From an optimization exercise on the open Yosys and OpenROAD flow, aimed at small area; shortcuts taken in it are not production practice.
Only simulation tests tie the RTL to the original design; equivalence was not proved.
In every run shown here, the design's own scripts or RTL, not TritonCTS, make the clock network.
No driver is modelled on the clock port, so clock power and skew are understated where the tree is cut down; a real chip needs a root buffer or a tree.

$ cat config.mk
export PLATFORM = sky130hd
export DESIGN_NAME = fir_lowpass
export DESIGN_NICKNAME = fir_lowpass
export VERILOG_FILES = /design/flow/design.v
export SDC_FILE = /design/flow/constraint.sdc
export NUM_CORES = 4
export LEC_CHECK = 0
export CAP_MARGIN = 20
export CORE_MARGIN = 2
export CORE_UTILIZATION = 70
export SLEW_MARGIN = 20
export SYNTH_HIERARCHICAL = 1
$ cat constraint.sdc
create_clock -name core_clock -period 20.0 [get_ports {clock}]
set_input_delay 4.0000 -clock core_clock [delete_from_list [all_inputs] [get_ports {clock}]]
set_output_delay 4.0000 -clock core_clock [all_outputs]
set_load 0.01 [all_outputs]
$ cat design.v
`default_nettype none
module fir_lowpass
  (input  logic clock, reset,
   input  logic [15:0] xin,
   output logic [15:0] y);
    logic [15:0] xr;   
    logic [15:0] a1;   
    logic [15:0] a2;   
    logic [15:0] a3;   
    logic [14:0] a4;   
    logic [14:0] a5;   
    logic [14:0] a6;   
    logic [13:0] a7;   
    logic [13:0] a8;   
    logic [12:0] a9;   
    logic [15:0] d0;
    logic [15:0] d1;
    logic [15:0] d2;
    logic [15:0] d3;
    logic [14:0] d4;
    logic [14:0] d5;
    logic [14:0] d6;
    logic [13:0] d7;
    logic [13:0] d8;
    logic [12:0] d9;
    logic n1;
    logic n2;
    logic n3;
    logic n4;
    logic n5;
    logic n6;
    logic n7;
    logic n8;
    logic n9;
    logic n10;
    logic n11;
    logic n12;
    logic n13;
    logic n14;
    logic n15;
    logic n16;
    logic n17;
    logic n18;
    logic n19;
    logic n20;
    logic n21;
    logic n22;
    logic n23;
    logic n24;
    logic n25;
    logic n26;
    logic n27;
    logic n28;
    logic n29;
    logic n30;
    logic n31;
    logic n32;
    logic n33;
    logic n34;
    logic n35;
    logic n36;
    logic n37;
    logic n38;
    logic n39;
    logic n40;
    logic n41;
    logic n42;
    logic n43;
    logic n44;
    logic n45;
    logic n46;
    logic n47;
    logic n48;
    logic n49;
    logic n50;
    logic n51;
    logic n52;
    logic n53;
    logic n54;
    logic n55;
    logic n56;
    logic n57;
    logic n58;
    logic n59;
    logic n60;
    logic n61;
    logic n62;
    logic n63;
    logic n64;
    logic n65;
    logic n66;
    logic n67;
    logic n68;
    logic n69;
    logic n70;
    logic n71;
    logic n72;
    logic n73;
    logic n74;
    logic n75;
    logic n76;
    logic n77;
    logic n78;
    logic n79;
    logic n80;
    logic n81;
    logic n82;
    logic n83;
    logic n84;
    logic n85;
    logic n86;
    logic n87;
    logic n88;
    logic n89;
    logic n90;
    logic n91;
    logic n92;
    logic n93;
    logic n94;
    logic n95;
    logic n96;
    logic n97;
    logic n98;
    logic n99;
    logic n100;
    logic n101;
    logic n102;
    logic n103;
    logic n104;
    logic n105;
    logic n106;
    logic n107;
    logic n108;
    logic n109;
    logic n110;
    logic n111;
    logic n112;
    logic n113;
    logic n114;
    logic n115;
    logic n116;
    logic n117;
    logic n118;
    logic n119;
    logic n120;
    logic n121;
    logic n122;
    logic n123;
    logic n124;
    logic n125;
    logic n126;
    logic n127;
    logic n128;
    logic n129;
    logic n130;
    logic n131;
    logic n132;
    logic n133;
    logic n134;
    logic n135;
    logic n136;
    logic n137;
    logic n138;
    logic n139;
    logic n140;
    logic n141;
    logic n142;
    logic n143;
    logic n144;
    logic n145;
    logic n146;
    logic n147;
    logic n148;
    logic n149;
    logic n150;
    logic n151;
    logic n152;
    logic n153;
    logic n154;
    logic n155;
    logic n156;
    logic n157;
    logic n158;
    logic n159;
    logic n160;
    logic n161;
    logic n162;
    logic n163;
    logic n164;
    logic n165;
    logic n166;
    logic n167;
    logic n168;
    logic n169;
    logic n170;
    logic n171;
    logic n172;
    logic n173;
    logic n174;
    logic n175;
    logic n176;
    logic n177;
    logic n178;
    logic n179;
    logic n180;
    logic n181;
    logic n182;
    logic n183;
    logic n184;
    logic n185;
    logic n186;
    logic n187;
    logic n188;
    logic n189;
    logic n190;
    logic n191;
    logic n192;
    logic n193;
    logic n194;
    logic n195;
    logic n196;
    logic n197;
    logic n198;
    logic n199;
    logic n200;
    logic n201;
    logic n202;
    logic n203;
    logic n204;
    logic n205;
    logic n206;
    logic n207;
    logic n208;
    logic n209;
    logic n210;
    logic n211;
    logic n212;
    logic n213;
    logic n214;
    logic n215;
    logic n216;
    logic n217;
    logic n218;
    logic n219;
    logic n220;
    logic n221;
    logic n222;
    logic n223;
    logic n224;
    logic n225;
    logic n226;
    logic n227;
    logic n228;
    logic n229;
    logic n230;
    logic n231;
    logic n232;
    logic n233;
    logic n234;
    logic n235;
    logic n236;
    logic n237;
    logic n238;
    logic n239;
    logic n240;
    logic n241;
    logic n242;
    logic n243;
    logic n244;
    logic n245;
    logic n246;
    logic n247;
    logic n248;
    logic n249;
    logic n250;
    logic n251;
    logic n252;
    logic n253;
    logic n254;
    logic n255;
    logic n256;
    logic n257;
    logic n258;
    logic n259;
    logic n260;
    logic n261;
    logic n262;
    logic n263;
    logic n264;
    logic n265;
    logic n266;
    logic n267;
    logic n268;
    logic n269;
    logic n270;
    logic n271;
    logic n272;
    logic n273;
    logic n274;
    logic n275;
    logic n276;
    logic n277;
    logic n278;
    logic n279;
    logic n280;
    logic n281;
    logic n282;
    logic n283;
    logic n284;
    logic n285;
    logic n286;
    logic n287;
    logic n288;
    logic n289;
    logic n290;
    logic n291;
    logic n292;
    logic n293;
    logic n294;
    logic n295;
    logic n296;
    logic n297;
    logic n298;
    logic n299;
    logic n300;
    logic n301;
    logic n302;
    logic n303;
    logic n304;
    logic n305;
    logic n306;
    logic n307;
    logic n308;
    logic n309;
    logic n310;
    logic n311;
    logic n312;
    logic n313;
    logic n314;
    logic n315;
    logic n316;
    logic n317;
    logic n318;
    logic n319;
    logic n320;
    logic n321;
    logic n322;
    logic n323;
    logic n324;
    logic n325;
    logic n326;
    logic n327;
    logic n328;
    logic n329;
    logic n330;
    logic n331;
    logic n332;
    logic n333;
    logic n334;
    logic n335;
    logic n336;
    logic n337;
    logic n338;
    logic n339;
    logic n340;
    logic n341;
    logic n342;
    logic n343;
    logic n344;
    logic n345;
    logic n346;
    logic n347;
    logic n348;
    logic n349;
    logic n350;
    logic n351;
    logic n352;
    logic n353;
    logic n354;
    logic n355;
    logic n356;
    logic n357;
    logic n358;
    logic n359;
    logic n360;
    logic n361;
    logic n362;
    logic n363;
    logic n364;
    logic n365;
    logic n366;
    logic n367;
    logic n368;
    logic n369;
    logic n370;
    logic n371;
    logic n372;
    logic n373;
    logic n374;
    logic n375;
    logic n376;
    logic n377;
    logic n378;
    logic n379;
    logic n380;
    logic n381;
    logic n382;
    logic n383;
    logic n384;
    logic n385;
    logic n386;
    logic n387;
    logic n388;
    logic n389;
    logic n390;
    logic n391;
    logic n392;
    logic n393;
    logic n394;
    logic n395;
    logic n396;
    logic n397;
    logic n398;
    logic n399;
    logic n400;
    logic n401;
    logic n402;
    logic n403;
    logic n404;
    logic n405;
    logic n406;
    logic n407;
    logic n408;
    logic n409;
    logic n410;
    logic n411;
    logic n412;
    logic n413;
    logic n414;
    logic n415;
    logic n416;
    logic n417;
    logic n418;
    logic n419;
    logic n420;
    logic n421;
    logic n422;
    logic n423;
    logic n424;
    logic n425;
    logic n426;
    logic n427;
    logic n428;
    logic n429;
    logic n430;
    logic n431;
    logic n432;
    logic n433;
    logic n434;
    logic n435;
    logic n436;
    logic n437;
    logic n438;
    logic n439;
    logic n440;
    logic n441;
    logic n442;
    logic n443;
    logic n444;
    logic n445;
    logic n446;
    logic n447;
    logic n448;
    logic n449;
    logic n450;
    logic n451;
    logic n452;
    logic n453;
    logic n454;
    logic n455;
    logic n456;
    logic n457;
    logic n458;
    logic n459;
    logic n460;
    logic n461;
    logic n462;
    logic n463;
    logic n464;
    logic n465;
    logic n466;
    logic n467;
    logic n468;
    logic n469;
    logic n470;
    logic n471;
    logic n472;
    logic n473;
    logic n474;
    logic n475;
    logic n476;
    logic n477;
    logic n478;
    logic n479;
    logic n480;
    logic n481;
    logic n482;
    logic n483;
    logic n484;
    logic n485;
    logic n486;
    logic n487;
    logic n488;
    logic n489;
    logic n490;
    logic n491;
    logic n492;
    logic n493;
    logic n494;
    logic n495;
    logic n496;
    logic n497;
    logic n498;
    logic n499;
    logic n500;
    logic n501;
    logic n502;
    logic n503;
    logic n504;
    logic n505;
    logic n506;
    logic n507;
    logic n508;
    logic n509;
    logic n510;
    logic n511;
    logic n512;
    logic n513;
    logic n514;
    logic n515;
    logic n516;
    logic n517;
    logic n518;
    logic n519;
    logic n520;
    logic n521;
    logic n522;
    logic n523;
    logic n524;
    logic n525;
    logic n526;
    logic n527;
    logic n528;
    logic n529;
    logic n530;
    logic n531;
    logic n532;
    logic n533;
    logic n534;
    logic n535;
    logic n536;
    logic n537;
    logic n538;
    logic n539;
    logic n540;
    logic n541;
    logic n542;
    logic n543;
    logic n544;
    logic n545;
    logic n546;
    logic n547;
    logic n548;
    logic n549;
    logic n550;
    logic n551;
    logic n552;
    logic n553;
    logic n554;
    logic n555;
    logic n556;
    logic n557;
    logic n558;
    logic n559;
    logic n560;
    logic n561;
    logic n562;
    logic n563;
    logic n564;
    logic n565;
    logic n566;
    logic n567;
    logic n568;
    logic n569;
    logic n570;
    logic n571;
    logic n572;
    logic n573;
    logic n574;
    logic n575;
    logic n576;
    logic n577;
    logic n578;
    logic n579;
    logic n580;
    logic n581;
    logic n582;
    logic n583;
    logic n584;
    logic n585;
    logic n586;
    logic n587;
    logic n588;
    logic n589;
    logic n590;
    logic n591;
    logic n592;
    logic n593;
    logic n594;
    logic n595;
    logic n596;
    logic n597;
    logic n598;
    logic n599;
    logic n600;
    logic n601;
    logic n602;
    logic n603;
    logic n604;
    logic n605;
    logic n606;
    logic n607;
    logic n608;
    logic n609;
    logic n610;
    logic n611;
    logic n612;
    logic n613;
    logic n614;
    logic n615;
    logic n616;
    logic n617;
    logic n618;
    logic n619;
    logic n620;
    logic n621;
    logic n622;
    logic n623;
    logic n624;
    logic n625;
    logic n626;
    logic n627;
    logic n628;
    logic n629;
    logic n630;
    logic n631;
    logic n632;
    logic n633;
    logic n634;
    logic n635;
    logic n636;
    logic n637;
    logic n638;
    logic n639;
    logic n640;
    logic n641;
    logic n642;
    logic n643;
    logic n644;
    logic n645;
    logic n646;
    logic n647;
    logic n648;
    logic n649;
    logic n650;
    logic n651;
    logic n652;
    logic n653;
    logic n654;
    logic n655;
    logic n656;
    logic n657;
    logic n658;
    logic n659;
    logic n660;
    logic n661;
    logic n662;
    logic n663;
    logic n664;
    logic n665;
    logic nreset;
    inv u_nreset (.a(reset), .y(nreset));
    assign n1 = xr[0] ^ xr[2];
    assign n2 = xr[0] & xr[2];
    fa un3 (.a(xr[1]), .b(xr[3]), .c(n2), .s(n3), .co(n4));
    fa un5 (.a(xr[2]), .b(xr[4]), .c(n4), .s(n5), .co(n6));
    fa un7 (.a(xr[3]), .b(xr[5]), .c(n6), .s(n7), .co(n8));
    fa un9 (.a(xr[4]), .b(xr[6]), .c(n8), .s(n9), .co(n10));
    fa un11 (.a(xr[5]), .b(xr[7]), .c(n10), .s(n11), .co(n12));
    fa un13 (.a(xr[6]), .b(xr[8]), .c(n12), .s(n13), .co(n14));
    fa un15 (.a(xr[7]), .b(xr[9]), .c(n14), .s(n15), .co(n16));
    fa un17 (.a(xr[8]), .b(xr[10]), .c(n16), .s(n17), .co(n18));
    fa un19 (.a(xr[9]), .b(xr[11]), .c(n18), .s(n19), .co(n20));
    fa un21 (.a(xr[10]), .b(xr[12]), .c(n20), .s(n21), .co(n22));
    fa un23 (.a(xr[11]), .b(xr[13]), .c(n22), .s(n23), .co(n24));
    fa un25 (.a(xr[12]), .b(xr[14]), .c(n24), .s(n25), .co(n26));
    fa un27 (.a(xr[13]), .b(xr[15]), .c(n26), .s(n27), .co(n28));
    fa un29 (.a(xr[14]), .b(xr[15]), .c(n28), .s(n29), .co(n30));
    assign n31 = ~xr[0];
    assign n32 = ~xr[1];
    assign n33 = ~xr[2];
    assign n34 = ~xr[3];
    assign n35 = ~xr[4];
    assign n36 = ~xr[5];
    assign n37 = ~xr[6];
    assign n38 = ~xr[7];
    assign n39 = ~xr[8];
    assign n40 = ~xr[9];
    assign n41 = ~xr[10];
    assign n42 = ~xr[11];
    assign n43 = ~xr[12];
    assign n44 = ~xr[13];
    assign n45 = ~xr[14];
    assign n46 = ~xr[15];
    assign n47 = n32 ^ n31;
    assign n48 = n32 & n31;
    assign n49 = n33 ^ n48;
    assign n50 = n33 & n48;
    assign n51 = n34 ^ n50;
    assign n52 = n34 & n50;
    fa un53 (.a(xr[0]), .b(n35), .c(n52), .s(n53), .co(n54));
    fa un55 (.a(xr[1]), .b(n36), .c(n54), .s(n55), .co(n56));
    fa un57 (.a(xr[2]), .b(n37), .c(n56), .s(n57), .co(n58));
    fa un59 (.a(xr[3]), .b(n38), .c(n58), .s(n59), .co(n60));
    fa un61 (.a(xr[4]), .b(n39), .c(n60), .s(n61), .co(n62));
    fa un63 (.a(xr[5]), .b(n40), .c(n62), .s(n63), .co(n64));
    fa un65 (.a(xr[6]), .b(n41), .c(n64), .s(n65), .co(n66));
    fa un67 (.a(xr[7]), .b(n42), .c(n66), .s(n67), .co(n68));
    fa un69 (.a(xr[8]), .b(n43), .c(n68), .s(n69), .co(n70));
    fa un71 (.a(xr[9]), .b(n44), .c(n70), .s(n71), .co(n72));
    fa un73 (.a(xr[10]), .b(n45), .c(n72), .s(n73), .co(n74));
    fa un75 (.a(xr[11]), .b(n46), .c(n74), .s(n75), .co(n76));
    fa un77 (.a(xr[12]), .b(n46), .c(n76), .s(n77), .co(n78));
    fa un79 (.a(xr[13]), .b(n46), .c(n78), .s(n79), .co(n80));
    fa un81 (.a(xr[14]), .b(n46), .c(n80), .s(n81), .co(n82));
    assign n83 = xr[15] ^ n46;
    assign n84 = n83 ^ n82;
    assign n85 = n32 ^ n31;
    assign n86 = n32 & n31;
    assign n87 = n33 ^ n86;
    assign n88 = n33 & n86;
    assign n89 = (xr[0] & n34) | (xr[0] & n88) | (n34 & n88);
    assign n90 = (xr[1] & n35) | (xr[1] & n89) | (n35 & n89);
    assign n91 = (n1 & n36) | (n1 & n90) | (n36 & n90);
    assign n92 = (n3 & n37) | (n3 & n91) | (n37 & n91);
    assign n93 = (n5 & n38) | (n5 & n92) | (n38 & n92);
    assign n94 = (n7 & n39) | (n7 & n93) | (n39 & n93);
    fa un95 (.a(n9), .b(n40), .c(n94), .s(n95), .co(n96));
    fa un97 (.a(n11), .b(n41), .c(n96), .s(n97), .co(n98));
    fa un99 (.a(n13), .b(n42), .c(n98), .s(n99), .co(n100));
    fa un101 (.a(n15), .b(n43), .c(n100), .s(n101), .co(n102));
    fa un103 (.a(n17), .b(n44), .c(n102), .s(n103), .co(n104));
    fa un105 (.a(n19), .b(n45), .c(n104), .s(n105), .co(n106));
    fa un107 (.a(n21), .b(n46), .c(n106), .s(n107), .co(n108));
    fa un109 (.a(n23), .b(n46), .c(n108), .s(n109), .co(n110));
    fa un111 (.a(n25), .b(n46), .c(n110), .s(n111), .co(n112));
    fa un113 (.a(n27), .b(n46), .c(n112), .s(n113), .co(n114));
    fa un115 (.a(n29), .b(n46), .c(n114), .s(n115), .co(n116));
    fa un117 (.a(n30), .b(n46), .c(n116), .s(n117), .co(n118));
    assign n119 = xr[15] ^ n46;
    assign n120 = n119 ^ n118;
    assign n121 = xr[0] ^ n11;
    assign n122 = xr[0] & n11;
    fa un123 (.a(xr[1]), .b(n13), .c(n122), .s(n123), .co(n124));
    fa un125 (.a(xr[2]), .b(n15), .c(n124), .s(n125), .co(n126));
    fa un127 (.a(xr[3]), .b(n17), .c(n126), .s(n127), .co(n128));
    fa un129 (.a(xr[4]), .b(n19), .c(n128), .s(n129), .co(n130));
    fa un131 (.a(xr[5]), .b(n21), .c(n130), .s(n131), .co(n132));
    fa un133 (.a(xr[6]), .b(n23), .c(n132), .s(n133), .co(n134));
    fa un135 (.a(xr[7]), .b(n25), .c(n134), .s(n135), .co(n136));
    fa un137 (.a(xr[8]), .b(n27), .c(n136), .s(n137), .co(n138));
    fa un139 (.a(xr[9]), .b(n29), .c(n138), .s(n139), .co(n140));
    fa un141 (.a(xr[10]), .b(n30), .c(n140), .s(n141), .co(n142));
    fa un143 (.a(xr[11]), .b(xr[15]), .c(n142), .s(n143), .co(n144));
    fa un145 (.a(xr[12]), .b(xr[15]), .c(n144), .s(n145), .co(n146));
    fa un147 (.a(xr[13]), .b(xr[15]), .c(n146), .s(n147), .co(n148));
    fa un149 (.a(xr[14]), .b(xr[15]), .c(n148), .s(n149), .co(n150));
    assign n151 = ~n31;
    assign n152 = xr[0] ^ n59;
    assign n153 = xr[0] & n59;
    assign n154 = (xr[1] & n61) | (xr[1] & n153) | (n61 & n153);
    assign n155 = (n1 & n63) | (n1 & n154) | (n63 & n154);
    assign n156 = (n3 & n65) | (n3 & n155) | (n65 & n155);
    assign n157 = (n5 & n67) | (n5 & n156) | (n67 & n156);
    assign n158 = (n7 & n69) | (n7 & n157) | (n69 & n157);
    fa un159 (.a(n9), .b(n71), .c(n158), .s(n159), .co(n160));
    fa un161 (.a(n11), .b(n73), .c(n160), .s(n161), .co(n162));
    fa un163 (.a(n13), .b(n75), .c(n162), .s(n163), .co(n164));
    fa un165 (.a(n15), .b(n77), .c(n164), .s(n165), .co(n166));
    fa un167 (.a(n17), .b(n79), .c(n166), .s(n167), .co(n168));
    fa un169 (.a(n19), .b(n81), .c(n168), .s(n169), .co(n170));
    fa un171 (.a(n21), .b(n84), .c(n170), .s(n171), .co(n172));
    fa un173 (.a(n23), .b(n84), .c(n172), .s(n173), .co(n174));
    fa un175 (.a(n25), .b(n84), .c(n174), .s(n175), .co(n176));
    fa un177 (.a(n27), .b(n84), .c(n176), .s(n177), .co(n178));
    fa un179 (.a(n29), .b(n84), .c(n178), .s(n179), .co(n180));
    fa un181 (.a(n30), .b(n84), .c(n180), .s(n181), .co(n182));
    assign n183 = xr[15] ^ n84;
    assign n184 = n183 ^ n182;
    assign n185 = n57 ^ n151;
    assign n186 = n57 & n151;
    assign n187 = (n59 & n47) | (n59 & n186) | (n47 & n186);
    assign n188 = (n61 & n49) | (n61 & n187) | (n49 & n187);
    assign n189 = (n63 & n51) | (n63 & n188) | (n51 & n188);
    assign n190 = (n65 & n53) | (n65 & n189) | (n53 & n189);
    assign n191 = (n67 & n55) | (n67 & n190) | (n55 & n190);
    assign n192 = (n69 & n57) | (n69 & n191) | (n57 & n191);
    assign n193 = (n71 & n59) | (n71 & n192) | (n59 & n192);
    fa un194 (.a(n73), .b(n61), .c(n193), .s(n194), .co(n195));
    fa un196 (.a(n75), .b(n63), .c(n195), .s(n196), .co(n197));
    fa un198 (.a(n77), .b(n65), .c(n197), .s(n198), .co(n199));
    fa un200 (.a(n79), .b(n67), .c(n199), .s(n200), .co(n201));
    fa un202 (.a(n81), .b(n69), .c(n201), .s(n202), .co(n203));
    fa un204 (.a(n84), .b(n71), .c(n203), .s(n204), .co(n205));
    fa un206 (.a(n84), .b(n73), .c(n205), .s(n206), .co(n207));
    fa un208 (.a(n84), .b(n75), .c(n207), .s(n208), .co(n209));
    fa un210 (.a(n84), .b(n77), .c(n209), .s(n210), .co(n211));
    fa un212 (.a(n84), .b(n79), .c(n211), .s(n212), .co(n213));
    fa un214 (.a(n84), .b(n81), .c(n213), .s(n214), .co(n215));
    assign n216 = n151 ^ n123;
    assign n217 = n151 & n123;
    fa un218 (.a(n47), .b(n125), .c(n217), .s(n218), .co(n219));
    fa un220 (.a(n49), .b(n127), .c(n219), .s(n220), .co(n221));
    fa un222 (.a(n51), .b(n129), .c(n221), .s(n222), .co(n223));
    fa un224 (.a(n53), .b(n131), .c(n223), .s(n224), .co(n225));
    fa un226 (.a(n55), .b(n133), .c(n225), .s(n226), .co(n227));
    fa un228 (.a(n57), .b(n135), .c(n227), .s(n228), .co(n229));
    fa un230 (.a(n59), .b(n137), .c(n229), .s(n230), .co(n231));
    fa un232 (.a(n61), .b(n139), .c(n231), .s(n232), .co(n233));
    fa un234 (.a(n63), .b(n141), .c(n233), .s(n234), .co(n235));
    fa un236 (.a(n65), .b(n143), .c(n235), .s(n236), .co(n237));
    fa un238 (.a(n67), .b(n145), .c(n237), .s(n238), .co(n239));
    fa un240 (.a(n69), .b(n147), .c(n239), .s(n240), .co(n241));
    fa un242 (.a(n71), .b(n149), .c(n241), .s(n242), .co(n243));
    fa un244 (.a(n73), .b(n150), .c(n243), .s(n244), .co(n245));
    fa un246 (.a(n75), .b(xr[15]), .c(n245), .s(n246), .co(n247));
    fa un248 (.a(n77), .b(xr[15]), .c(n247), .s(n248), .co(n249));
    fa un250 (.a(n79), .b(xr[15]), .c(n249), .s(n250), .co(n251));
    fa un252 (.a(n81), .b(xr[15]), .c(n251), .s(n252), .co(n253));
    assign n254 = n84 ^ xr[15];
    assign n255 = n254 ^ n253;
    assign n256 = ~n1;
    assign n257 = ~n3;
    assign n258 = ~n5;
    assign n259 = ~n7;
    assign n260 = ~n9;
    assign n261 = ~n121;
    assign n262 = ~n123;
    assign n263 = ~n125;
    assign n264 = ~n127;
    assign n265 = ~n129;
    assign n266 = ~n131;
    assign n267 = ~n133;
    assign n268 = ~n135;
    assign n269 = ~n137;
    assign n270 = ~n139;
    assign n271 = ~n141;
    assign n272 = ~n143;
    assign n273 = ~n145;
    assign n274 = ~n147;
    assign n275 = ~n149;
    assign n276 = ~n150;
    assign n277 = xr[1] ^ xr[0];
    assign n278 = ~xr[1] & ~xr[0];
    assign n279 = n1 ^ n278;
    assign n280 = ~n1 & n278;
    assign n281 = n3 ^ n280;
    assign n282 = ~n3 & n280;
    assign n283 = n5 ^ n282;
    assign n284 = ~n5 & n282;
    assign n285 = ~n284;
    assign n286 = (n31 & n7) | (n31 & n285) | (n7 & n285);
    assign n287 = (n32 & n9) | (n32 & n286) | (n9 & n286);
    assign n288 = (n256 & n121) | (n256 & n287) | (n121 & n287);
    assign n289 = (n257 & n216) | (n257 & n288) | (n216 & n288);
    assign n290 = (n258 & n218) | (n258 & n289) | (n218 & n289);
    assign n291 = (n259 & n220) | (n259 & n290) | (n220 & n290);
    assign n292 = (n260 & n222) | (n260 & n291) | (n222 & n291);
    fa un293 (.a(n261), .b(n224), .c(n292), .s(n293), .co(n294));
    fa un295 (.a(n262), .b(n226), .c(n294), .s(n295), .co(n296));
    fa un297 (.a(n263), .b(n228), .c(n296), .s(n297), .co(n298));
    fa un299 (.a(n264), .b(n230), .c(n298), .s(n299), .co(n300));
    fa un301 (.a(n265), .b(n232), .c(n300), .s(n301), .co(n302));
    fa un303 (.a(n266), .b(n234), .c(n302), .s(n303), .co(n304));
    fa un305 (.a(n267), .b(n236), .c(n304), .s(n305), .co(n306));
    fa un307 (.a(n268), .b(n238), .c(n306), .s(n307), .co(n308));
    fa un309 (.a(n269), .b(n240), .c(n308), .s(n309), .co(n310));
    fa un311 (.a(n270), .b(n242), .c(n310), .s(n311), .co(n312));
    fa un313 (.a(n271), .b(n244), .c(n312), .s(n313), .co(n314));
    fa un315 (.a(n272), .b(n246), .c(n314), .s(n315), .co(n316));
    assign n317 = n273 ^ n248;
    assign n318 = n317 ^ n316;
    assign n319 = ~n159;
    assign n320 = ~n161;
    assign n321 = ~n163;
    assign n322 = ~n165;
    assign n323 = ~n167;
    assign n324 = ~n169;
    assign n325 = ~n171;
    assign n326 = ~n173;
    assign n327 = ~n175;
    assign n328 = ~n177;
    assign n329 = ~n179;
    assign n330 = ~n181;
    assign n331 = ~n184;
    assign n332 = xr[0] | xr[1];
    assign n333 = n332 | xr[2];
    assign n334 = n333 | xr[3];
    assign n335 = n334 | xr[4];
    assign n336 = n335 | xr[5];
    assign n337 = n336 | xr[6];
    assign n338 = n337 | xr[7];
    assign n339 = n338 | xr[8];
    assign n340 = n339 | xr[9];
    assign n341 = n340 | xr[10];
    assign n342 = n341 | xr[11];
    assign n343 = n342 | xr[12];
    assign n344 = n343 | xr[13];
    assign n345 = n344 | xr[14];
    assign n346 = xr[15] & n345;
    assign n347 = xr[15] & n344;
    assign n348 = xr[15] & n342;
    assign n349 = xr[15] & n339;
    assign n350 = xr[15] & n343;
    assign n351 = n230 ^ n346;
    assign n352 = n230 & n346;
    assign n353 = n232 ^ n352;
    assign n354 = n232 & n352;
    assign n355 = n234 ^ n354;
    assign n356 = n234 & n354;
    assign n357 = n236 ^ n356;
    assign n358 = n236 & n356;
    assign n359 = n238 ^ n358;
    assign n360 = n238 & n358;
    assign n361 = n240 ^ n360;
    assign n362 = n240 & n360;
    assign n363 = n242 ^ n362;
    assign n364 = n242 & n362;
    assign n365 = n244 ^ n364;
    assign n366 = n244 & n364;
    assign n367 = n246 ^ n366;
    assign n368 = n246 & n366;
    assign n369 = n248 ^ n368;
    assign n370 = n248 & n368;
    assign n371 = n250 ^ n370;
    assign n372 = n250 & n370;
    assign n373 = n252 ^ n372;
    assign n374 = n252 & n372;
    assign n375 = n255 ^ n374;
    assign n376 = ~n351;
    assign n377 = ~n353;
    assign n378 = ~n355;
    assign n379 = ~n357;
    assign n380 = ~n359;
    assign n381 = ~n361;
    assign n382 = ~n363;
    assign n383 = ~n365;
    assign n384 = ~n367;
    assign n385 = ~n369;
    assign n386 = ~n371;
    assign n387 = ~n373;
    assign n388 = ~n375;
    fa un389 (.a(a9[0]), .b(n194), .c(n347), .s(n389), .co(n390));
    fa un391 (.a(a9[1]), .b(n196), .c(n390), .s(n391), .co(n392));
    fa un393 (.a(a9[2]), .b(n198), .c(n392), .s(n393), .co(n394));
    fa un395 (.a(a9[3]), .b(n200), .c(n394), .s(n395), .co(n396));
    fa un397 (.a(a9[4]), .b(n202), .c(n396), .s(n397), .co(n398));
    fa un399 (.a(a9[5]), .b(n204), .c(n398), .s(n399), .co(n400));
    fa un401 (.a(a9[6]), .b(n206), .c(n400), .s(n401), .co(n402));
    fa un403 (.a(a9[7]), .b(n208), .c(n402), .s(n403), .co(n404));
    fa un405 (.a(a9[8]), .b(n210), .c(n404), .s(n405), .co(n406));
    fa un407 (.a(a9[9]), .b(n212), .c(n406), .s(n407), .co(n408));
    fa un409 (.a(a9[10]), .b(n214), .c(n408), .s(n409), .co(n410));
    fa un411 (.a(a9[11]), .b(n215), .c(n410), .s(n411), .co(n412));
    fa un413 (.a(a9[12]), .b(n215), .c(n412), .s(n413), .co(n414));
    assign n415 = a9[12] ^ n215;
    assign n416 = n415 ^ n414;
    assign n417 = ~n348;
    fa un418 (.a(a8[0]), .b(n293), .c(n417), .s(n418), .co(n419));
    fa un420 (.a(a8[1]), .b(n295), .c(n419), .s(n420), .co(n421));
    fa un422 (.a(a8[2]), .b(n297), .c(n421), .s(n422), .co(n423));
    fa un424 (.a(a8[3]), .b(n299), .c(n423), .s(n424), .co(n425));
    fa un426 (.a(a8[4]), .b(n301), .c(n425), .s(n426), .co(n427));
    fa un428 (.a(a8[5]), .b(n303), .c(n427), .s(n428), .co(n429));
    fa un430 (.a(a8[6]), .b(n305), .c(n429), .s(n430), .co(n431));
    fa un432 (.a(a8[7]), .b(n307), .c(n431), .s(n432), .co(n433));
    fa un434 (.a(a8[8]), .b(n309), .c(n433), .s(n434), .co(n435));
    fa un436 (.a(a8[9]), .b(n311), .c(n435), .s(n436), .co(n437));
    fa un438 (.a(a8[10]), .b(n313), .c(n437), .s(n438), .co(n439));
    fa un440 (.a(a8[11]), .b(n315), .c(n439), .s(n440), .co(n441));
    fa un442 (.a(a8[12]), .b(n318), .c(n441), .s(n442), .co(n443));
    assign n444 = a8[13] ^ n318;
    assign n445 = n444 ^ n443;
    fa un446 (.a(a7[0]), .b(n95), .c(n349), .s(n446), .co(n447));
    fa un448 (.a(a7[1]), .b(n97), .c(n447), .s(n448), .co(n449));
    fa un450 (.a(a7[2]), .b(n99), .c(n449), .s(n450), .co(n451));
    fa un452 (.a(a7[3]), .b(n101), .c(n451), .s(n452), .co(n453));
    fa un454 (.a(a7[4]), .b(n103), .c(n453), .s(n454), .co(n455));
    fa un456 (.a(a7[5]), .b(n105), .c(n455), .s(n456), .co(n457));
    fa un458 (.a(a7[6]), .b(n107), .c(n457), .s(n458), .co(n459));
    fa un460 (.a(a7[7]), .b(n109), .c(n459), .s(n460), .co(n461));
    fa un462 (.a(a7[8]), .b(n111), .c(n461), .s(n462), .co(n463));
    fa un464 (.a(a7[9]), .b(n113), .c(n463), .s(n464), .co(n465));
    fa un466 (.a(a7[10]), .b(n115), .c(n465), .s(n466), .co(n467));
    fa un468 (.a(a7[11]), .b(n117), .c(n467), .s(n468), .co(n469));
    fa un470 (.a(a7[12]), .b(n120), .c(n469), .s(n470), .co(n471));
    fa un472 (.a(a7[13]), .b(n120), .c(n471), .s(n472), .co(n473));
    assign n474 = a7[13] ^ n120;
    assign n475 = n474 ^ n473;
    assign n476 = ~n350;
    fa un477 (.a(a6[0]), .b(n319), .c(n476), .s(n477), .co(n478));
    fa un479 (.a(a6[1]), .b(n320), .c(n478), .s(n479), .co(n480));
    fa un481 (.a(a6[2]), .b(n321), .c(n480), .s(n481), .co(n482));
    fa un483 (.a(a6[3]), .b(n322), .c(n482), .s(n483), .co(n484));
    fa un485 (.a(a6[4]), .b(n323), .c(n484), .s(n485), .co(n486));
    fa un487 (.a(a6[5]), .b(n324), .c(n486), .s(n487), .co(n488));
    fa un489 (.a(a6[6]), .b(n325), .c(n488), .s(n489), .co(n490));
    fa un491 (.a(a6[7]), .b(n326), .c(n490), .s(n491), .co(n492));
    fa un493 (.a(a6[8]), .b(n327), .c(n492), .s(n493), .co(n494));
    fa un495 (.a(a6[9]), .b(n328), .c(n494), .s(n495), .co(n496));
    fa un497 (.a(a6[10]), .b(n329), .c(n496), .s(n497), .co(n498));
    fa un499 (.a(a6[11]), .b(n330), .c(n498), .s(n499), .co(n500));
    fa un501 (.a(a6[12]), .b(n331), .c(n500), .s(n501), .co(n502));
    fa un503 (.a(a6[13]), .b(n331), .c(n502), .s(n503), .co(n504));
    assign n505 = a6[14] ^ n331;
    assign n506 = n505 ^ n504;
    fa un507 (.a(a5[0]), .b(n319), .c(n476), .s(n507), .co(n508));
    fa un509 (.a(a5[1]), .b(n320), .c(n508), .s(n509), .co(n510));
    fa un511 (.a(a5[2]), .b(n321), .c(n510), .s(n511), .co(n512));
    fa un513 (.a(a5[3]), .b(n322), .c(n512), .s(n513), .co(n514));
    fa un515 (.a(a5[4]), .b(n323), .c(n514), .s(n515), .co(n516));
    fa un517 (.a(a5[5]), .b(n324), .c(n516), .s(n517), .co(n518));
    fa un519 (.a(a5[6]), .b(n325), .c(n518), .s(n519), .co(n520));
    fa un521 (.a(a5[7]), .b(n326), .c(n520), .s(n521), .co(n522));
    fa un523 (.a(a5[8]), .b(n327), .c(n522), .s(n523), .co(n524));
    fa un525 (.a(a5[9]), .b(n328), .c(n524), .s(n525), .co(n526));
    fa un527 (.a(a5[10]), .b(n329), .c(n526), .s(n527), .co(n528));
    fa un529 (.a(a5[11]), .b(n330), .c(n528), .s(n529), .co(n530));
    fa un531 (.a(a5[12]), .b(n331), .c(n530), .s(n531), .co(n532));
    fa un533 (.a(a5[13]), .b(n331), .c(n532), .s(n533), .co(n534));
    assign n535 = a5[14] ^ n331;
    assign n536 = n535 ^ n534;
    fa un537 (.a(a4[0]), .b(n95), .c(n349), .s(n537), .co(n538));
    fa un539 (.a(a4[1]), .b(n97), .c(n538), .s(n539), .co(n540));
    fa un541 (.a(a4[2]), .b(n99), .c(n540), .s(n541), .co(n542));
    fa un543 (.a(a4[3]), .b(n101), .c(n542), .s(n543), .co(n544));
    fa un545 (.a(a4[4]), .b(n103), .c(n544), .s(n545), .co(n546));
    fa un547 (.a(a4[5]), .b(n105), .c(n546), .s(n547), .co(n548));
    fa un549 (.a(a4[6]), .b(n107), .c(n548), .s(n549), .co(n550));
    fa un551 (.a(a4[7]), .b(n109), .c(n550), .s(n551), .co(n552));
    fa un553 (.a(a4[8]), .b(n111), .c(n552), .s(n553), .co(n554));
    fa un555 (.a(a4[9]), .b(n113), .c(n554), .s(n555), .co(n556));
    fa un557 (.a(a4[10]), .b(n115), .c(n556), .s(n557), .co(n558));
    fa un559 (.a(a4[11]), .b(n117), .c(n558), .s(n559), .co(n560));
    fa un561 (.a(a4[12]), .b(n120), .c(n560), .s(n561), .co(n562));
    fa un563 (.a(a4[13]), .b(n120), .c(n562), .s(n563), .co(n564));
    fa un565 (.a(a4[14]), .b(n120), .c(n564), .s(n565), .co(n566));
    assign n567 = a4[14] ^ n120;
    assign n568 = n567 ^ n566;
    fa un569 (.a(a3[0]), .b(n293), .c(n417), .s(n569), .co(n570));
    fa un571 (.a(a3[1]), .b(n295), .c(n570), .s(n571), .co(n572));
    fa un573 (.a(a3[2]), .b(n297), .c(n572), .s(n573), .co(n574));
    fa un575 (.a(a3[3]), .b(n299), .c(n574), .s(n575), .co(n576));
    fa un577 (.a(a3[4]), .b(n301), .c(n576), .s(n577), .co(n578));
    fa un579 (.a(a3[5]), .b(n303), .c(n578), .s(n579), .co(n580));
    fa un581 (.a(a3[6]), .b(n305), .c(n580), .s(n581), .co(n582));
    fa un583 (.a(a3[7]), .b(n307), .c(n582), .s(n583), .co(n584));
    fa un585 (.a(a3[8]), .b(n309), .c(n584), .s(n585), .co(n586));
    fa un587 (.a(a3[9]), .b(n311), .c(n586), .s(n587), .co(n588));
    fa un589 (.a(a3[10]), .b(n313), .c(n588), .s(n589), .co(n590));
    fa un591 (.a(a3[11]), .b(n315), .c(n590), .s(n591), .co(n592));
    fa un593 (.a(a3[12]), .b(n318), .c(n592), .s(n593), .co(n594));
    fa un595 (.a(a3[13]), .b(n318), .c(n594), .s(n595), .co(n596));
    fa un597 (.a(a3[14]), .b(n318), .c(n596), .s(n597), .co(n598));
    assign n599 = a3[15] ^ n318;
    assign n600 = n599 ^ n598;
    fa un601 (.a(a2[0]), .b(n194), .c(n347), .s(n601), .co(n602));
    fa un603 (.a(a2[1]), .b(n196), .c(n602), .s(n603), .co(n604));
    fa un605 (.a(a2[2]), .b(n198), .c(n604), .s(n605), .co(n606));
    fa un607 (.a(a2[3]), .b(n200), .c(n606), .s(n607), .co(n608));
    fa un609 (.a(a2[4]), .b(n202), .c(n608), .s(n609), .co(n610));
    fa un611 (.a(a2[5]), .b(n204), .c(n610), .s(n611), .co(n612));
    fa un613 (.a(a2[6]), .b(n206), .c(n612), .s(n613), .co(n614));
    fa un615 (.a(a2[7]), .b(n208), .c(n614), .s(n615), .co(n616));
    fa un617 (.a(a2[8]), .b(n210), .c(n616), .s(n617), .co(n618));
    fa un619 (.a(a2[9]), .b(n212), .c(n618), .s(n619), .co(n620));
    fa un621 (.a(a2[10]), .b(n214), .c(n620), .s(n621), .co(n622));
    fa un623 (.a(a2[11]), .b(n215), .c(n622), .s(n623), .co(n624));
    fa un625 (.a(a2[12]), .b(n215), .c(n624), .s(n625), .co(n626));
    fa un627 (.a(a2[13]), .b(n215), .c(n626), .s(n627), .co(n628));
    fa un629 (.a(a2[14]), .b(n215), .c(n628), .s(n629), .co(n630));
    assign n631 = a2[15] ^ n215;
    assign n632 = n631 ^ n630;
    assign n633 = a1[0] ^ n351;
    assign n634 = ~a1[0] & n351;
    assign n635 = ~n634;
    fa un636 (.a(a1[1]), .b(n377), .c(n635), .s(n636), .co(n637));
    fa un638 (.a(a1[2]), .b(n378), .c(n637), .s(n638), .co(n639));
    fa un640 (.a(a1[3]), .b(n379), .c(n639), .s(n640), .co(n641));
    fa un642 (.a(a1[4]), .b(n380), .c(n641), .s(n642), .co(n643));
    fa un644 (.a(a1[5]), .b(n381), .c(n643), .s(n644), .co(n645));
    fa un646 (.a(a1[6]), .b(n382), .c(n645), .s(n646), .co(n647));
    fa un648 (.a(a1[7]), .b(n383), .c(n647), .s(n648), .co(n649));
    fa un650 (.a(a1[8]), .b(n384), .c(n649), .s(n650), .co(n651));
    fa un652 (.a(a1[9]), .b(n385), .c(n651), .s(n652), .co(n653));
    fa un654 (.a(a1[10]), .b(n386), .c(n653), .s(n654), .co(n655));
    fa un656 (.a(a1[11]), .b(n387), .c(n655), .s(n656), .co(n657));
    fa un658 (.a(a1[12]), .b(n388), .c(n657), .s(n658), .co(n659));
    fa un660 (.a(a1[13]), .b(n388), .c(n659), .s(n660), .co(n661));
    fa un662 (.a(a1[14]), .b(n388), .c(n661), .s(n662), .co(n663));
    assign n664 = a1[15] ^ n375;
    assign n665 = n664 ^ n663;
    assign d0 = {(n665 & ~reset), ~(n662 | reset), ~(n660 | reset), ~(n658 | reset), ~(n656 | reset), ~(n654 | reset), ~(n652 | reset), ~(n650 | reset), ~(n648 | reset), ~(n646 | reset), ~(n644 | reset), ~(n642 | reset), ~(n640 | reset), ~(n638 | reset), ~(n636 | reset), ~(n633 | reset)};
    assign d1 = {~(n632 & nreset), ~(n629 & nreset), ~(n627 & nreset), ~(n625 & nreset), ~(n623 & nreset), ~(n621 & nreset), ~(n619 & nreset), ~(n617 & nreset), ~(n615 & nreset), ~(n613 & nreset), ~(n611 & nreset), ~(n609 & nreset), ~(n607 & nreset), ~(n605 & nreset), ~(n603 & nreset), ~(n601 & nreset)};
    assign d2 = {~(n600 | reset), ~(n597 | reset), ~(n595 | reset), ~(n593 | reset), ~(n591 | reset), ~(n589 | reset), ~(n587 | reset), ~(n585 | reset), ~(n583 | reset), ~(n581 | reset), ~(n579 | reset), ~(n577 | reset), ~(n575 | reset), ~(n573 | reset), ~(n571 | reset), ~(n569 | reset)};
    assign d3 = {~(n568 & nreset), ~(n565 & nreset), ~(n563 & nreset), ~(n561 & nreset), ~(n559 & nreset), ~(n557 & nreset), ~(n555 & nreset), ~(n553 & nreset), ~(n551 & nreset), ~(n549 & nreset), ~(n547 & nreset), ~(n545 & nreset), ~(n543 & nreset), ~(n541 & nreset), ~(n539 & nreset), ~(n537 & nreset)};
    assign d4 = {~(n536 | reset), ~(n533 | reset), ~(n531 | reset), ~(n529 | reset), ~(n527 | reset), ~(n525 | reset), ~(n523 | reset), ~(n521 | reset), ~(n519 | reset), ~(n517 | reset), ~(n515 | reset), ~(n513 | reset), ~(n511 | reset), ~(n509 | reset), ~(n507 | reset)};
    assign d5 = {(n506 | reset), (n503 | reset), (n501 | reset), (n499 | reset), (n497 | reset), (n495 | reset), (n493 | reset), (n491 | reset), (n489 | reset), (n487 | reset), (n485 | reset), (n483 | reset), (n481 | reset), (n479 | reset), (n477 | reset)};
    assign d6 = {~(n475 & nreset), ~(n472 & nreset), ~(n470 & nreset), ~(n468 & nreset), ~(n466 & nreset), ~(n464 & nreset), ~(n462 & nreset), ~(n460 & nreset), ~(n458 & nreset), ~(n456 & nreset), ~(n454 & nreset), ~(n452 & nreset), ~(n450 & nreset), ~(n448 & nreset), ~(n446 & nreset)};
    assign d7 = {~(n445 | reset), ~(n442 | reset), ~(n440 | reset), ~(n438 | reset), ~(n436 | reset), ~(n434 | reset), ~(n432 | reset), ~(n430 | reset), ~(n428 | reset), ~(n426 | reset), ~(n424 | reset), ~(n422 | reset), ~(n420 | reset), ~(n418 | reset)};
    assign d8 = {~(n416 & nreset), ~(n413 & nreset), ~(n411 & nreset), ~(n409 & nreset), ~(n407 & nreset), ~(n405 & nreset), ~(n403 & nreset), ~(n401 & nreset), ~(n399 & nreset), ~(n397 & nreset), ~(n395 & nreset), ~(n393 & nreset), ~(n391 & nreset), ~(n389 & nreset)};
    assign d9 = {~(n388 | reset), ~(n387 | reset), ~(n386 | reset), ~(n385 | reset), ~(n384 | reset), ~(n383 | reset), ~(n382 | reset), ~(n381 | reset), ~(n380 | reset), ~(n379 | reset), ~(n378 | reset), ~(n377 | reset), ~(n376 | reset)};
    always_ff @(posedge clock) begin
        xr <= xin & {16{~reset}};
        y <= d0;
        a1 <= d1;
        a2 <= d2;
        a3 <= d3;
        a4 <= d4;
        a5 <= d5;
        a6 <= d6;
        a7 <= d7;
        a8 <= d8;
        a9 <= d9;
    end
endmodule
module fa (input logic a, b, c, output logic s, co);
    assign s = a ^ b ^ c;
    assign co = (a & b) | (a & c) | (b & c);
endmodule
module inv (input logic a, output logic y);
    assign y = ~a;
endmodule
$ cat flow/run.sh
#!/bin/bash
# The standard layout (standard.sh: ORFS from synthesis to finish) with three changes:
# - ports are buffered with the smallest buffer (BUFFER_PORTS_ARGS);
# - clock tree synthesis inserts no dummy loads;
# - after clock tree synthesis, flow/post_cts.tcl replaces its tree with a two-level tree of
#   fewer buffers (flow/mytree.tcl).
# ORFS keeps each tool's log under orfs/logs/; make's own output goes to make_finish.log here.
set -euo pipefail
here=$(pwd)
export POST_CTS_TCL="$here/flow/post_cts.tcl"
CTS="-sink_clustering_enable -repair_clock_nets -dont_use_dummy_load -buf_list sky130_fd_sc_hd__clkbuf_8"
bash standard.sh "BUFFER_PORTS_ARGS=-buffer_cell sky130_fd_sc_hd__buf_1" "CTS_ARGS=$CTS" "POST_CTS_TCL=$POST_CTS_TCL" finish > make_finish.log 2>&1
$ cat flow/mytree.tcl
# Builds a two-level clock tree by hand: the clock port drives one root buffer, which drives
# NLEAF leaf buffers, each placed at the centroid of a k-means cluster of flip-flops.
proc build_clock_tree {nleaf leafcell rootcell} {
  set block [ord::get_db_block]
  set db [ord::get_db]
  set clknet [$block findNet clock]
  set sinks {}
  foreach it [$clknet getITerms] {
    lappend sinks $it
  }
  set n [llength $sinks]
  set xs {}; set ys {}
  foreach it $sinks {
    set bb [[$it getInst] getBBox]
    lappend xs [expr {([$bb xMin] + [$bb xMax]) / 2.0}]
    lappend ys [expr {([$bb yMin] + [$bb yMax]) / 2.0}]
  }
  # k-means, seeded with sinks spread along the sorted order of x+y
  set order [lsort -real -indices [lmap x $xs y $ys {expr {$x + 0.7 * $y}}]]
  set cx {}; set cy {}
  for {set k 0} {$k < $nleaf} {incr k} {
    set i [lindex $order [expr {int(($k + 0.5) * $n / $nleaf)}]]
    lappend cx [lindex $xs $i]; lappend cy [lindex $ys $i]
  }
  set cap [expr {int(ceil(double($n) / $nleaf)) + 2}]
  for {set iter 0} {$iter < 30} {incr iter} {
    # capacitated assignment: sinks in order of their best distance, each to the nearest cluster with room
    set cnt [lrepeat $nleaf 0]
    set assign [lrepeat $n -1]
    set pairs {}
    for {set i 0} {$i < $n} {incr i} {
      for {set k 0} {$k < $nleaf} {incr k} {
        set d [expr {abs([lindex $xs $i] - [lindex $cx $k]) + abs([lindex $ys $i] - [lindex $cy $k])}]
        lappend pairs [list $d $i $k]
      }
    }
    foreach p [lsort -real -index 0 $pairs] {
      lassign $p d i k
      if {[lindex $assign $i] >= 0} continue
      if {[lindex $cnt $k] >= $cap} continue
      lset assign $i $k
      lset cnt $k [expr {[lindex $cnt $k] + 1}]
    }
    set sx [lrepeat $nleaf 0.0]; set sy [lrepeat $nleaf 0.0]
    for {set i 0} {$i < $n} {incr i} {
      set k [lindex $assign $i]
      lset sx $k [expr {[lindex $sx $k] + [lindex $xs $i]}]
      lset sy $k [expr {[lindex $sy $k] + [lindex $ys $i]}]
    }
    for {set k 0} {$k < $nleaf} {incr k} {
      if {[lindex $cnt $k] > 0} {
        lset cx $k [expr {[lindex $sx $k] / [lindex $cnt $k]}]
        lset cy $k [expr {[lindex $sy $k] / [lindex $cnt $k]}]
      }
    }
  }
  set rootm [$db findMaster $rootcell]
  set leafm [$db findMaster $leafcell]
  set rootnet [odb::dbNet_create $block "clknet_root"]
  $rootnet setSigType CLOCK
  set root [odb::dbInst_create $block $rootm "clkbuf_root"]
  set mx 0.0; set my 0.0
  for {set k 0} {$k < $nleaf} {incr k} { set mx [expr {$mx + [lindex $cx $k]}]; set my [expr {$my + [lindex $cy $k]}] }
  $root setLocation [expr {int($mx / $nleaf)}] [expr {int($my / $nleaf)}]
  $root setPlacementStatus PLACED
  [$root findITerm A] connect $clknet
  [$root findITerm X] connect $rootnet
  set leafnets {}
  for {set k 0} {$k < $nleaf} {incr k} {
    set net [odb::dbNet_create $block "clknet_leaf_$k"]
    $net setSigType CLOCK
    set b [odb::dbInst_create $block $leafm "clkbuf_leaf_$k"]
    $b setLocation [expr {int([lindex $cx $k])}] [expr {int([lindex $cy $k])}]
    $b setPlacementStatus PLACED
    [$b findITerm A] connect $rootnet
    [$b findITerm X] connect $net
    lappend leafnets $net
  }
  for {set i 0} {$i < $n} {incr i} {
    set it [lindex $sinks $i]
    $it disconnect
    $it connect [lindex $leafnets [lindex $assign $i]]
  }
  puts "manual clock tree: $n sinks, $nleaf leaves of $leafcell, root $rootcell, cluster sizes $cnt"
}
$ cat flow/post_cts.tcl
# POST_CTS_TCL hook: swap the clock tree that clock_tree_synthesis built for a two-level tree of
# fewer, larger clock buffers (clock port -> one root buffer -> leaf buffers -> flip-flops),
# then legalize the placement again.
set here [file dirname $::env(POST_CTS_TCL)]
source $here/mytree.tcl
source $here/replace_tree.tcl
replace_clock_tree 10 sky130_fd_sc_hd__clkbuf_8 sky130_fd_sc_hd__clkbuf_2
detailed_placement
check_placement -verbose
estimate_parasitics -placement
$ cat flow/replace_tree.tcl
# Replaces the clock tree that clock_tree_synthesis built with build_clock_tree's.
proc replace_clock_tree {nleaf leafcell rootcell} {
  set block [ord::get_db_block]
  set clknet [$block findNet clock]
  foreach inst [$block getInsts] {
    if {[string match "sky130_fd_sc_hd__dfxtp*" [[$inst getMaster] getName]]} {
      set it [$inst findITerm CLK]
      $it disconnect
      $it connect $clknet
    }
  }
  set del {}
  foreach inst [$block getInsts] {
    set nm [$inst getName]
    if {[string match "clkbuf_*" $nm] || [string match "clkload*" $nm]} { lappend del $inst }
  }
  foreach inst $del { odb::dbInst_destroy $inst }
  foreach net [$block getNets] {
    if {[string match "clknet_*" [$net getName]] && [llength [$net getITerms]] == 0} { odb::dbNet_destroy $net }
  }
  puts "removed [llength $del] clock tree cells"
  build_clock_tree $nleaf $leafcell $rootcell
}
$ cat standard.sh
#!/bin/bash
# synth_recipe.tcl (not shown) runs the flow's synth.tcl, then flattens the netlist and writes it again
# the make line also repeats each setting of config.mk as NAME=value (left out here)
make -C /OpenROAD-flow-scripts/flow DESIGN_CONFIG=/design/flow/config.mk WORK_HOME=/design/flow/orfs CLKGATE_MAP_FILE= SYNTH_SCRIPT=/design/flow/synth_recipe.tcl "${@:-finish}"
==> summary.txt, run 1 <==
- The run finished with no timing, DRC or antenna violations.
- The pin count of the biggest net entering global routing is approximately 110.
- The first global-routing pass estimated ~33 mm of wire.
- Summing the areas of all compound-gate instances in the mapped netlist gives about 2.1% of the synthesized area.
- The routed length per instance is roughly 21 um.
- After synthesis, flip-flops and latches occupy approximately 34% of the total area.
- The setup path with the least slack is of type reg -> reg.
- The portion of synthesized area spent on multiplexers is 0%.
- Of all cell types, the one taking the most synthesized area is sky130_fd_sc_hd__fa_1.
- For this block, the initial DRC count from the detailed router was 452.
- The number of sinks on the clock net is roughly 170.
- The floorplan die area is 15,100 um^2.
- The top achievable clock speed is 70.76 MHz.
- The antenna cell count is 0.
- In this run the worst setup path terminates at y[15].
- The clock reaches the later pin of the worst-skew pair after 0.77 ns.
- After layout, the worst path uses 70.66% of the clock period.
- The path length in cells of the critical path is 36.
- The number of antenna violations at the first check in global routing is 0.
- The library cells used most frequently in the layout, excluding fill and tap cells, are 235 x sky130_fd_sc_hd__fa_1, 166 x sky130_fd_sc_hd__dfxtp_1, 77 x sky130_fd_sc_hd__nor2_1, 75 x sky130_fd_sc_hd__nand2_1, 62 x sky130_fd_sc_hd__inv_1.
- For this run, design rule violations remaining after detail routing come to 0.
- The horizontal die dimension is between 100 and 150 um.
- For this design, the slowest cell found on the critical path is sky130_fd_sc_hd__fa_1.
- Setup repair after global routing left no endpoint under its margin.
- The critical path's largest stage delay is just under 0.7 ns.
- In the final timing run, aggregate negative setup slack is 0 ns.
- The library cell used most frequently in the layout, excluding fill and tap cells, is sky130_fd_sc_hd__fa_1.
- In this run the critical register-to-register path is launched from xr[0].
- Summed over all layers, the global routing overflow is 0.
- The detail route stage leaves a number of antenna-violating nets equal to 0.
- Across every metal layer, demand over resource in global routing totals between 20% and 30%.
- By area the synthesized netlist is led by sky130_fd_sc_hd__fa_1 48%, sky130_fd_sc_hd__dfxtp_1 34%, sky130_fd_sc_hd__nor2_1 2.9%.
- The final-report hold violation count was 0.
- The gate family responsible for the most delay along the worst path is adder cells.
- After synthesis the netlist holds a flip-flop and latch count of between 150 and 200.
- The area growth from synthesis to final layout is 4.527%.
- For this run, the share of the core covered by cells in the final layout is between 70% and 80%.
- Of all nets on the critical path, the largest fanout is 9.
- In this run the biggest area consumer among cell types represents approximately 48% of the synthesized area.
- The clock-pin slew on the worst setup and hold paths is approximately 0.11 ns.
- The number of distinct library cell variants in the gate-level netlist after synthesis is 31.
- After Yosys synthesis, full adders, half adders and majority gates account for 50.47% of the synthesized area.
- The buffers plus inverters on the worst setup path is 1.
- The transition time of the tightest slew-check pin is about 1.1 ns.
- Headroom to the max-slew limit came out at between 20 and 30%.
- The number of I/O pins is 34.
- For this run, the detailed router's first-pass iteration total came to 5.
- The most prevalent standard cell on the critical path is sky130_fd_sc_hd__fa_1.
- The dominant combinational cell family by area after synthesis is adder cells.
- The cell depth of the worst flop-to-flop path is 36.
- The number of synthesis warnings is 7.
- The final estimated routing congestion in global placement is about 1.0.
- Input and output buffers added on the ports amount to 33.
- The number of slew-limit violations in the final report was 0.
- The tool flagged a number of max-cap violations equal to 0.
- In the routed layout, each cell is associated on average with a via count of approximately 5.6.
- The HPWL after detailed placement is ~16 mm.
- The total nets after synthesis is between 1,000 and 1,500.
- The summed instance area of the synthesized netlist is slightly below 10,000 um^2.
- The synthesized area per cell is between 10 and 15 um^2.
- The initial core utilization is between 70% and 80%.
- The synthesized instance count is roughly 760.
- The data required time at the worst endpoint is between 20 and 25 ns.
- Summed over all layers, the routed wires come to 20.21 mm.
- The startpoint of the most critical setup path is xr[0].
- The clock skew after layout is ~0.038 ns.
- In this run the core area contains 43 standard-cell rows.
- The worst setup path is captured at a flip-flop.
- The number of global-route vias before repair came to slightly below 6,000.
- The placeable core region is ~14,000 um^2.
- Fill cells in the final layout number around 910.
- The simple-gate area share of the yosys netlist is approximately 8.6%.
- The startpoint class of the critical path is a flip-flop.
- The via total after detailed routing is 5,423.
- From bottom edge to top edge, the die measures about 120 um.
- At the end of the flow, the number of nets in the layout was about 1,100.
- The fraction of layout instances using a drive strength above 1 is 4.309%.
- The path class of the tightest hold or removal check is reg -> reg.
- Setup violations remaining at the end of the flow were counted as 0.
- The shortest clock period the worst path allows after layout is between 10 and 15 ns.
- For the worst setup path, the data arrival time is 14.76 ns.
- The reg-to-reg critical path endpoint is y[15].
- Summing the areas of all xor and xnor instances in the mapped netlist gives 2.124% of the synthesized area.
[worst min path at each step]
| stage | from | end | slack [ns] | depth (start not counted) |
|---|---|---|---|---|
| 2_1_floorplan | a3[0] | a2[0] | 0.56 | 2 |
| 3_3_place_gp | a5[10] | a4[10] | 0.56 | 2 |
| 3_5_place_dp | a5[13] | a4[13] | 0.57 | 2 |
| 5_1_grt | a5[4] | a4[4] | 0.60 | 2 |
| 6_report | a1[13] | y[13] | 0.58 | 2 |
[metrics by stage]
step / setup WS (ns) / cell area, um^2 / hold slack [ns] / instances
finish: 5.867 / 10340 / 0.5776 / 969
global route: 5.509 / 10340 / 0.5994 / 969
detailed placement: 5.997 / 10200 / 0.5661 / 958
global placement: 6.272 / 10200 / 0.5603 / 958
floorplan: 6.731 / 9896 / 0.5558 / 761
[flip-flops by register name (all words and copies together), names as in the netlist, 14 cells and up]
signal	flops
a1	16
a2	16
a3	16
a4	15
a5	15
a6	15
a7	14
a8	14
xr	16
y	16
[modules after synthesis, one instance, submodules excluded]
module / flip-flops and latches / cells / area, um^2
fa: 0 / 1 / 20.02
fir_lowpass: 166 / 525 / 5187
inv: 0 / 1 / 3.754
[metal layers]
metal / vias to the layer above / part of all wire, % / global-route usage, %
met1: 2851 / 44 / 45.79
met3: 33 / 6.9 / 5.812
met4: 0 / 2.3 / 6.753
li1: 2356 / - / -
met5: - / 0 / 0
met2: 183 / 47 / 45.17
[Yosys cell counts (all sizes together)]
cell	number
o211ai	5
or2	14
nand3	2
buf	5
a221oi	1
fa	235
xor2	5
nor4	1
xnor2	19
inv	63
nor3	3
nand2b	3
o21ai	5
dfxtp	166
o22ai	4
a222oi	1
nand4	1
nor2	77
a31o	1
o221ai	2
clkbuf	14
nand2	75
nor2b	20
nor4b	1
a31oi	5
maj3	5
a21oi	9
ha	19
[cell type report]
class	count	area, um^2	share of cell area (%)
Timing Repair Buffer	36	150.1	1.452
Multi-Input combinational cell	513	6265	60.57
Tap cell	180	225.2	2.177
Buffer	11	142.6	1.379
Inverter	63	237.7	2.298
Sequential cell	166	3323	32.13
[kinds of logic (layout without fill, tap and decap cells)]
logic type,count (synthesis),in the layout
DFF,166,166
buffers and inverters,82,110
and+or+nand+nor,197,197
AOI/OAI and AO/OA,33,33
adders and majority gates,259,259
xor gates and xnor gates,24,24
[tightest hold or removal path: stages, from the launching register on]
cell	delay (ns)
sky130_fd_sc_hd__dfxtp_1	0.35
sky130_fd_sc_hd__fa_1	0.16
sky130_fd_sc_hd__nor2_1	0.04
==> run 2, diff against run 1 <==
--- a/flow/post_cts.tcl
+++ b/flow/post_cts.tcl
@@ -4,7 +4,7 @@
 set here [file dirname $::env(POST_CTS_TCL)]
 source $here/mytree.tcl
 source $here/replace_tree.tcl
-replace_clock_tree 10 sky130_fd_sc_hd__clkbuf_8 sky130_fd_sc_hd__clkbuf_2
+replace_clock_tree 10 sky130_fd_sc_hd__clkbuf_8 sky130_fd_sc_hd__clkbuf_4
 detailed_placement
 check_placement -verbose
 estimate_parasitics -placement
==> summary.txt, run 2 <==
- During synthesis, Yosys emitted a total of 7 warnings.
- The fraction of the yosys area taken by sequential cells is approximately a third.
- After synthesis the netlist holds a flip-flop and latch count of ~170.
- The worst max-slew margin expressed relative to the limit is between 20 and 30%.
- The floorplan step defined a die boundary enclosing roughly 15,000 um^2.
- The initial core utilization is 71.57%.
- The global-route wire length before repair is between 30 and 40 mm.
- The path class of the tightest hold or removal check is reg -> reg.
- After synthesis, the mean cell area works out to 13.00 um^2.
- Counting I/O delays and the setup requirement, the final critical path takes around 14 ns.
- Wires add up to a little over 20 mm.
- Counting both buffers and inverters, the worst setup path holds a total of 1.
- The data required time at the worst endpoint is ~20 ns.
- In this design, the stage delay of the slowest critical-path cell is between 0.6 and 0.7 ns.
- The floorplan step set the die height to 122.9 um.
- The antenna cell count is 0.
- The biggest area contributor in the post-synthesis netlist is sky130_fd_sc_hd__fa_1.
- The startpoint identified for the worst register-to-register timing path is xr[0].
- In this run the remaining antenna-violating nets after routing total 0.
- The flow ran to the end and the layout has no timing, DRC or antenna violations.
- The number of buffer cells added on primary ports is 33.
- After detailed routing, the number of vias per cell comes to 5.608.
- The number of I/O pins is 34.
- The routed length per instance is between 20 and 25 um.
- The number of global-route vias before repair is between 5,000 and 6,000.
- The floorplan has 43 rows.
- The number of antenna violations at the first check in global routing came to 0.
- The data arrival at the endpoint of the critical path is 14.56 ns.
- The library cells used most frequently in the layout, excluding fill and tap cells, are 235 x sky130_fd_sc_hd__fa_1, 166 x sky130_fd_sc_hd__dfxtp_1, 77 x sky130_fd_sc_hd__nor2_1, 75 x sky130_fd_sc_hd__nand2_1, 62 x sky130_fd_sc_hd__inv_1.
- On the final layout, the worst clock skew is 0.03760 ns.
- The most prevalent standard cell on the critical path is sky130_fd_sc_hd__fa_1.
- Synthesis handed over a netlist of 761 instances.
- Counting flops with an async set or reset pin after synthesis yields a share of 0%.
- The number of cells on the worst reg-to-reg path is 36.
- The final-report hold violation count came to 0.
- The clock latency of the later-clocked register in the worst-skew pair is 0.58 ns.
- The most common cell after layout, fill and taps aside is sky130_fd_sc_hd__fa_1.
- The max-capacitance violation count is 0.
- The number of detailed-route iterations in the first pass is 5.
- At the end of routability-driven placement, the weighted congestion stood at 1.014.
- Global routing finished with a remaining overflow of 0.
- Measured on the finished design, the core utilization comes to between 70% and 80%.
- In the synthesized netlist the dominant register cell turns out to be sky130_fd_sc_hd__dfxtp_1.
- Clock-pin slew was measured on the worst setup and hold paths at 0.11 ns.
- The worst setup path endpoint is y[15].
- The path length in cells of the critical path is 36.
- The number of slew-limit violations in the final report is 0.
- STA classifies the critical path startpoint as a flip-flop.
- The critical path class is reg -> reg.
- The die is between 100 and 150 um wide.
- Of the cells placed in the final design, the portion with a size suffix greater than 1 is between 4 and 5%.
- After layout, the worst path uses 70.60% of the clock period.
- The number of distinct library cell variants in the gate-level netlist after synthesis is 31.
- The mapped netlist covers 9896 um^2.
- The gate family responsible for the most delay along the worst path is adder cells.
- In the post-synthesis netlist, the cell with the most instances is sky130_fd_sc_hd__fa_1.
- The total nets after synthesis is just over 1,000.
- Entering global routing, the biggest net connects roughly 110 pins.
- At the end of the flow, the number of nets in the layout was roughly 1,100.
- The global-route total usage across every layer is between 20 and 30%.
- Setup repair after global routing left no endpoint under its margin.
- In this run the critical register-to-register path is captured at y[15].
- The DRC violation count after routing is 0.
- The number of enable flip-flop cells after synthesis is 0.
- The slowest stage of the critical path is the sky130_fd_sc_hd__fa_1 cell.
- The top achievable clock speed is 70.82 MHz.
- The placed wire-length estimate is approximately 16 mm.
- The maximum net fanout on the critical path is 9.
- For the pin with the worst max-slew slack, the measured transition is 1.058 ns.
- The area growth from synthesis to layout is 4.552%.
- The final-layout worst hold slack is between 0.5 and 0.6 ns.
- The area share of the leading cell type in the synthesized netlist is a little under half.
- In the post-synthesis netlist, the biggest area contributors are sky130_fd_sc_hd__fa_1 48%, sky130_fd_sc_hd__dfxtp_1 34%, sky130_fd_sc_hd__nor2_1 2.9%.
- The routed layout has roughly 5,400 vias.
- The startpoint of the most critical setup path is xr[0].
- The sum of negative setup slack is 0 ns.
- The placeable core region is 13,830 um^2.
- The count of routing violations after the opening detailed-route iteration is about 450.
- The kind of capture point of the worst setup path is a flip-flop.
- By count the netlist is led by 235 x sky130_fd_sc_hd__fa_1, 166 x sky130_fd_sc_hd__dfxtp_1, 77 x sky130_fd_sc_hd__nor2_1.
- The clock drives between 150 and 200 sinks.
- The number of endpoints failing setup at the final stage is 0.
==> run 2: changes by cell type in the layout (fill, tap and decap cells not counted) <==
| cell | change |
|---|---|
| sky130_fd_sc_hd__clkbuf_2 | -1 |
| sky130_fd_sc_hd__clkbuf_4 | +1 |
==> run 2: logic make-up after synthesis <==
logic type	synth area share, %
flops	33.58
compound gates	2.112
buf+inv	3.110
fa+ha+maj	50.47
simple gates	8.598
xor+xnor	2.124
==> run 2: stage by stage <==
stage / worst slack, ns / area, um^2 / cells
3_3_place_gp: 6.272 / 10200 / 958
3_5_place_dp: 5.997 / 10200 / 958
5_1_grt: 5.509 / 10350 / 969
6_report: 5.880 / 10350 / 969
2_1_floorplan: 6.731 / 9896 / 761
==> run 2: layout make-up <==
class                   instances  area (um^2)
plain buffers                  11        145.1
fillers                       904         3481
inverters                      63        237.7
multi-input cells             513         6265
flip-flops and latches        166         3323
well taps                     180        225.2
repair buffers                 36        150.1
==> run 2: per-layer routing <==
metal | GRT usage, % | up-vias | share of wire (%)
met5 | 0 | - | 0
met4 | 6.753 | 0 | 2.4
met3 | 5.812 | 40 | 6.7
met2 | 45.17 | 180 | 47
met1 | 45.79 | 2858 | 44
li1 | - | 2356 | -
==> run 2: how the worst min path moves through the flow <==
stage	to	cells after the start	startpoint	slack (ns)
floorplan	a2[0]	2	a3[0]	0.56
global placement	a4[10]	2	a5[10]	0.56
detailed placement	a4[13]	2	a5[13]	0.57
global route	a4[4]	2	a5[4]	0.60
finish	y[13]	2	a1[13]	0.58
==> run 2: worst register-to-register path: cells and delay by family, from the launching register on <==
kind          cells  cell delay, ns
buf+inv           1            0.07
flops             1            0.43
simple gates      1            0.05
fa+ha+maj        32           13.14
xor+xnor          2            0.32
==> run 2: per-module statistics from Yosys (local to each module, per instance) <==
module       times used  cells inside  flip-flops and latches  cell area, um^2
fir_lowpass           1           525                     166             5187
fa                  235             1                       0            20.02
inv                   1             1                       0            3.754

[afterwards: timing with drivers on the ports]
Ports are ideal in the flow. The routed layouts listed here were re-timed in OpenROAD. Step 1 sets driving cells, clkbuf_16 on the clock port and buf_2 on the other inputs (assumed; they add their load-dependent delay and slew). Step 2 times the ports against the registers' clock, not the clock port: input delays grow and output delays shrink by t, the midpoint of the rising clock arrivals with the driver on. a / b / c = ideal / step 1 / step 2; a / b = the first two.
run | shift t [ns] | setup slack, ns | worst setup path after step 2 | clock arrival spread, ns | worst slew at a driven data input, ns
run 1 | 0.784 | 5.867 / 5.867 / 5.867 | register to register | 0.038 / 0.037 | 0.04
run 2 | 0.602 | 5.880 / 5.880 / 5.880 | register to register | 0.038 / 0.038 | 0.04
After both steps every run listed still meets setup and hold.
